What follows belongs to an exercise in optimizing a design on an open flow for small area; a production flow would make more cautious choices.
Only simulation tests tie the RTL to the original design; equivalence was not proved.
The flow treats the clock pin as an ideal source. Dropping or thinning the clock tree relies on that and would not hold on a real chip.

Setup of old:
==> module finalDesign, before the edit <==
module finalDesign(
	input clk,
	input rst,
	input start_in,
	input end_in,
	input clear_in,
	input en,
	input wire [2:0] check,
	output wire led,
	output wire [2:0] seg,
	output wire [6:0] digits,
	output reg [1:0] winner
);
wire c;
wire tick;
wire [6:0] cnt_th;
wire [3:0] cnt_h;
wire [6:0] cnt_lo;
reg [6:0] max_th;
reg [3:0] max_h;
reg [6:0] max_lo;
reg [3:0] min_h;    
reg [6:0] min_lo;
reg [3:0] avg_h;
reg [3:0] stor_h;
reg clear_logic;
reg start_flag;
reg en_logic;
reg [12:0] lfsr;
reg rnd_zero;
assign led = 1'b0;
splittor sp1(
	.clk_in (clk),
	.rst (rst),
	.c (c),
	.tick (tick)
);
counter c1(
	.clk (clk),
	.rst (rst),
	.ce (tick),
	.en (en_logic),
	.clear (clear_logic),
	.th (cnt_th),
	.h (cnt_h),
	.lo (cnt_lo)
);
display dp1(
	.clk (clk),
	.rst (rst),
	.c (c),
	.digit (stor_h),
	.seg (seg),
	.codeout (digits)
);
wire arm = en & start_in & rnd_zero;
wire start_mid = start_flag | arm;
wire stop = en & end_in & start_mid;
wire en_next = ((en_logic & ~clear_in) | arm) & ~stop;
wire start_next = start_mid & ~stop;
wire [17:0] cnt_all = {cnt_th, cnt_h, cnt_lo};
wire [17:0] max_all = {max_th, max_h, max_lo};
wire [10:0] cnt_low = {cnt_h, cnt_lo};
wire [10:0] min_all = {min_h, min_lo};
reg [18:0] ge;    
reg [11:0] gm;    
reg [7:0] k0;     
reg [7:0] s0;
reg [4:0] k1;
reg [4:0] t;
integer i;
always @* begin
	ge[0] = 1'b1;
	for( i = 0; i < 18; i = i + 1 )
		ge[i+1] = (cnt_all[i] & ~max_all[i]) | ((cnt_all[i] | ~max_all[i]) & ge[i]);
	gm[0] = 1'b1;
	for( i = 0; i < 11; i = i + 1 )
		gm[i+1] = (cnt_low[i] & ~min_all[i]) | ((cnt_low[i] | ~min_all[i]) & gm[i]);
	k0[0] = 1'b0;
	for( i = 0; i < 7; i = i + 1 ) begin
		s0[i] = max_lo[i] ^ min_lo[i] ^ k0[i];
		k0[i+1] = (max_lo[i] & min_lo[i]) | ((max_lo[i] ^ min_lo[i]) & k0[i]);
	end
	s0[7] = k0[7];
	k1[0] = s0[7] | (s0[6] & s0[5] & (s0[4] | s0[3] | s0[2]));    
	for( i = 0; i < 4; i = i + 1 ) begin
		t[i] = max_h[i] ^ min_h[i] ^ k1[i];
		k1[i+1] = (max_h[i] & min_h[i]) | ((max_h[i] ^ min_h[i]) & k1[i]);
	end
	t[4] = k1[4];
end
wire cnt_ge_max = ge[18];
wire cnt_lt_min = (cnt_th == 7'd0) & ~gm[11];
wire [3:0] u = t[4:1];
reg [3:0] avg_next;
always @* begin
	if( !max_th[0] ) avg_next = u;
	else case( u )
		4'd0: avg_next = 4'd5;
		4'd1: avg_next = 4'd6;
		4'd2: avg_next = 4'd7;
		4'd3: avg_next = 4'd8;
		4'd4: avg_next = 4'd9;
		4'd5: avg_next = 4'd0;
		4'd6: avg_next = 4'd1;
		4'd7: avg_next = 4'd2;
		4'd8: avg_next = 4'd3;
		default: avg_next = 4'd4;
	endcase
end
wire load = tick & en & start_in;
wire hit = (lfsr == 13'h0800);
always @(posedge clk) begin
	lfsr <= ~({13{load}} | {lfsr[11:0], lfsr[12] ^ lfsr[2]});
	rnd_zero <= rst | (~load & (rnd_zero | hit));
end
always @(posedge clk) begin
	if( rst ) begin
		stor_h <= 0;
		clear_logic <= 0;
		start_flag <= 0;
		en_logic <= 0;
		max_th <= 0;
		max_h <= 0;
		max_lo <= 0;
		min_h <= 4'd9;
		min_lo <= 7'd99;
		avg_h <= 0;
		winner <= 2'b00;
	end
	else if( tick ) begin
		clear_logic <= clear_in;
		en_logic <= en_next;
		start_flag <= start_next;
		if( !en ) begin
			if( check[2] ) stor_h <= avg_h;
			else if( check[1] ) stor_h <= min_h;
			else if( check[0] ) stor_h <= max_h;
			else stor_h <= cnt_h;
		end
		else if( end_in && !start_mid ) stor_h <= 4'd9;
		else stor_h <= cnt_h;
		if( stop ) begin
			if( cnt_ge_max ) begin
				max_th <= cnt_th;
				max_h <= cnt_h;
				max_lo <= cnt_lo;
			end
			if( cnt_lt_min ) begin
				min_h <= cnt_h;
				min_lo <= cnt_lo;
			end
			avg_h <= avg_next;
			winner <= cnt_ge_max ? 2'b01 : 2'b10;
		end
	end
end
endmodule
==> flow/config.mk <==
export PLATFORM = sky130hd
export DESIGN_NAME = finalDesign
export DESIGN_NICKNAME = finalDesign
export VERILOG_FILES = /design/flow/design.v
export SDC_FILE = /design/flow/constraint.sdc
export NUM_CORES = 4
export LEC_CHECK = 0
export ABC_AREA = 1
export CAP_MARGIN = 20
export CORE_MARGIN = 2
export CORE_UTILIZATION = 65
export GPL_TIMING_DRIVEN = 0
export SLEW_MARGIN = 20
==> flow/constraint.sdc <==
create_clock -name core_clock -period 13.0 [get_ports {clk}]
set_input_delay 2.6000 -clock core_clock [delete_from_list [all_inputs] [get_ports {clk}]]
set_output_delay 2.6000 -clock core_clock [all_outputs]
set_load 0.01 [all_outputs]
standard.sh (not shown) runs the stock make flow with config.mk's settings and CLKGATE_MAP_FILE= SYNTH_SCRIPT=/design/flow/synth_recipe.tcl, a recipe that flattens the netlist after the stock synthesis.
==> flow/flow/run.sh <==
#!/bin/bash
# Own layout flow: the standard synthesis, then its combinational logic re-mapped
# with a stronger ABC script (registers untouched; several random seeds, the
# smallest result kept), then the standard ORFS steps with buf_1 port buffers and a
# one-level clock distribution of our own (flow/cts.tcl).
set -euo pipefail
W=$(pwd)
R=$W/orfs/results/$FLOW_PLATFORM/finalDesign/base
LIB=$FLOW_HOME/platforms/sky130hd/lib/sky130_fd_sc_hd__tt_025C_1v80.lib

bash standard.sh "$R/1_2_yosys.v" > "$W/log_synth.txt" 2>&1
cp "$R/1_2_yosys.v" "$W/standard_synth.v"

for S in 1 2 3 4; do
  sed -e "s/-S 0/-S $S/" flow/deep.abc > "$W/deep_$S.abc"
  sed -e "s#::LIB::#$LIB#g" -e "s#::IN::#$W/standard_synth.v#" \
      -e "s#::SCRIPT::#$W/deep_$S.abc#" -e "s#::OUT::#$W/remapped_$S.v#" \
      flow/remap.ys > "$W/remap_$S.ys"
  yosys -s "$W/remap_$S.ys" > "$W/log_remap_$S.txt" 2>&1 &
done
wait
best=""; bestarea=""
for S in 1 2 3 4; do
  a=$(grep "Chip area" "$W/log_remap_$S.txt" | tail -1 | awk '{print $NF}')
  [[ -n "$a" && -s "$W/remapped_$S.v" ]] || continue
  if [[ -z "$best" ]] || awk "BEGIN{exit !($a < $bestarea)}"; then best=$S; bestarea=$a; fi
done
echo "remap seed $best area $bestarea" > "$W/log_remap_choice.txt"
cp "$W/remapped_$best.v" "$R/1_2_yosys.v"
touch "$R/1_2_yosys.v"

export BUFFER_PORTS_ARGS="-buffer_cell sky130_fd_sc_hd__buf_1"
bash standard.sh place > "$W/log_place.txt" 2>&1

# own clock distribution instead of ORFS's CTS step
export R LIB
export CLK_CELL=$(sed -n 1p flow/clk.txt) CLK_LEAVES=$(sed -n 2p flow/clk.txt)
openroad -no_init -exit flow/cts.tcl > "$W/log_cts.txt" 2>&1
touch "$R/4_1_cts.odb" "$R/4_cts.sdc"

bash standard.sh finish > "$W/log_layout.txt" 2>&1
Other scripts of this flow, unchanged in this note and not shown: flow/flow/clk.txt, flow/flow/cts.tcl, flow/flow/deep.abc, flow/flow/remap.ys
Every stage of the flow completed for old, and the final layout passed the timing, design-rule and antenna checks.
Modified inputs, new compared to old
--- a/flow/design.v
+++ b/flow/design.v
@@ -172,33 +172,33 @@
 end
 wire cnt_ge_max = ge[18];
 wire cnt_lt_min = (cnt_th == 7'd0) & ~gm[11];
 wire [3:0] u = t[4:1];
-reg [3:0] avg_next;
-always @* begin
-	if( !max_th[0] ) avg_next = u;
-	else case( u )
-		4'd0: avg_next = 4'd5;
-		4'd1: avg_next = 4'd6;
-		4'd2: avg_next = 4'd7;
-		4'd3: avg_next = 4'd8;
-		4'd4: avg_next = 4'd9;
-		4'd5: avg_next = 4'd0;
-		4'd6: avg_next = 4'd1;
-		4'd7: avg_next = 4'd2;
-		4'd8: avg_next = 4'd3;
-		default: avg_next = 4'd4;
-	endcase
-end
+localparam [127:0] ADD5 = {
+	4'd2, 4'd3, 4'd0, 4'd11, 4'd8, 4'd3, 4'd4, 4'd3,
+	4'd2, 4'd1, 4'd0, 4'd9, 4'd8, 4'd7, 4'd6, 4'd5,
+	4'd15, 4'd14, 4'd13, 4'd12, 4'd11, 4'd10, 4'd9, 4'd8,
+	4'd7, 4'd6, 4'd5, 4'd4, 4'd3, 4'd2, 4'd1, 4'd0 };
+wire [3:0] avg_next = ADD5[{max_th[0], u}*4 +: 4];
 wire load = tick & en & start_in;
 wire hit = (lfsr == 13'h0800);
 always @(posedge clk) begin
 	lfsr <= ~({13{load}} | {lfsr[11:0], lfsr[12] ^ lfsr[2]});
 	rnd_zero <= rst | (~load & (rnd_zero | hit));
 end
+wire false_start = en & end_in & ~start_mid;
+wire sel_avg = tick & ~en & check[2];
+wire sel_min = tick & ~en & ~check[2] & check[1];
+wire sel_max = tick & ~en & ~check[2] & ~check[1] & check[0];
+wire sel_cnt = tick & (en ? ~end_in | start_mid : ~|check);
+wire sel_9 = tick & false_start;
+wire sel_hold = ~tick;
+wire [3:0] stor_next = ({4{sel_avg}} & avg_h) | ({4{sel_min}} & min_h) |
+	({4{sel_max}} & max_h) | ({4{sel_cnt}} & cnt_h) | ({4{sel_9}} & 4'd9) |
+	({4{sel_hold}} & stor_h);
+always @(posedge clk) stor_h <= {4{~rst}} & stor_next;
 always @(posedge clk) begin
 	if( rst ) begin
-		stor_h <= 0;
 		clear_logic <= 0;
 		start_flag <= 0;
 		en_logic <= 0;
 		max_th <= 0;
@@ -212,16 +212,8 @@
 	else if( tick ) begin
 		clear_logic <= clear_in;
 		en_logic <= en_next;
 		start_flag <= start_next;
-		if( !en ) begin
-			if( check[2] ) stor_h <= avg_h;
-			else if( check[1] ) stor_h <= min_h;
-			else if( check[0] ) stor_h <= max_h;
-			else stor_h <= cnt_h;
-		end
-		else if( end_in && !start_mid ) stor_h <= 4'd9;
-		else stor_h <= cnt_h;
 		if( stop ) begin
 			if( cnt_ge_max ) begin
 				max_th <= cnt_th;
 				max_h <= cnt_h;
[summary]
Utilization was higher in new than in old. new — design area 1.9% lower, old as reference. Against old as the reference, new delivers a lower global-route wire length before repair. Total routing resource utilization after global routing ends up lower on new. Comparing new against old, there is no change at all in number of detailed-route iterations in the first pass. Compared with old, in new worst slew margin relative to its limit went down; worst hold slack now sits higher. Every run (old and new) finished clean.
No run of this note takes its clock network from TritonCTS; it comes from the design's own scripts or RTL.

==> what the ideal ports hide <==
Ports are ideal in the flow. The routed layouts listed here were re-timed in OpenROAD.
Step 1 sets driving cells, clkbuf_16 on the clock port and buf_2 on the other inputs (assumed; they add their load-dependent delay and slew).
Step 2 moves the port delays by t, midway between the first and last clock arrival at a register: inputs arrive t later, outputs are due t later. That takes back most of the time a late clock gives input paths.
Slacks: ideal / step 1 / step 2; pairs: ideal / step 1.
run	t, ns	slack for setup (ns)	clock arrival spread, ns	worst register clock-pin slew, ns
old	0.228	8.694 / 8.729 / 8.501	0.008 / 0.008	0.12 / 0.12
new	0.225	8.095 / 8.131 / 7.906	0.007 / 0.008	0.12 / 0.12
After both steps setup and hold are still met in every run listed. The setup slack of old, which loses most, moves by +0.035 ns with the drivers and by -0.193 ns with both steps.
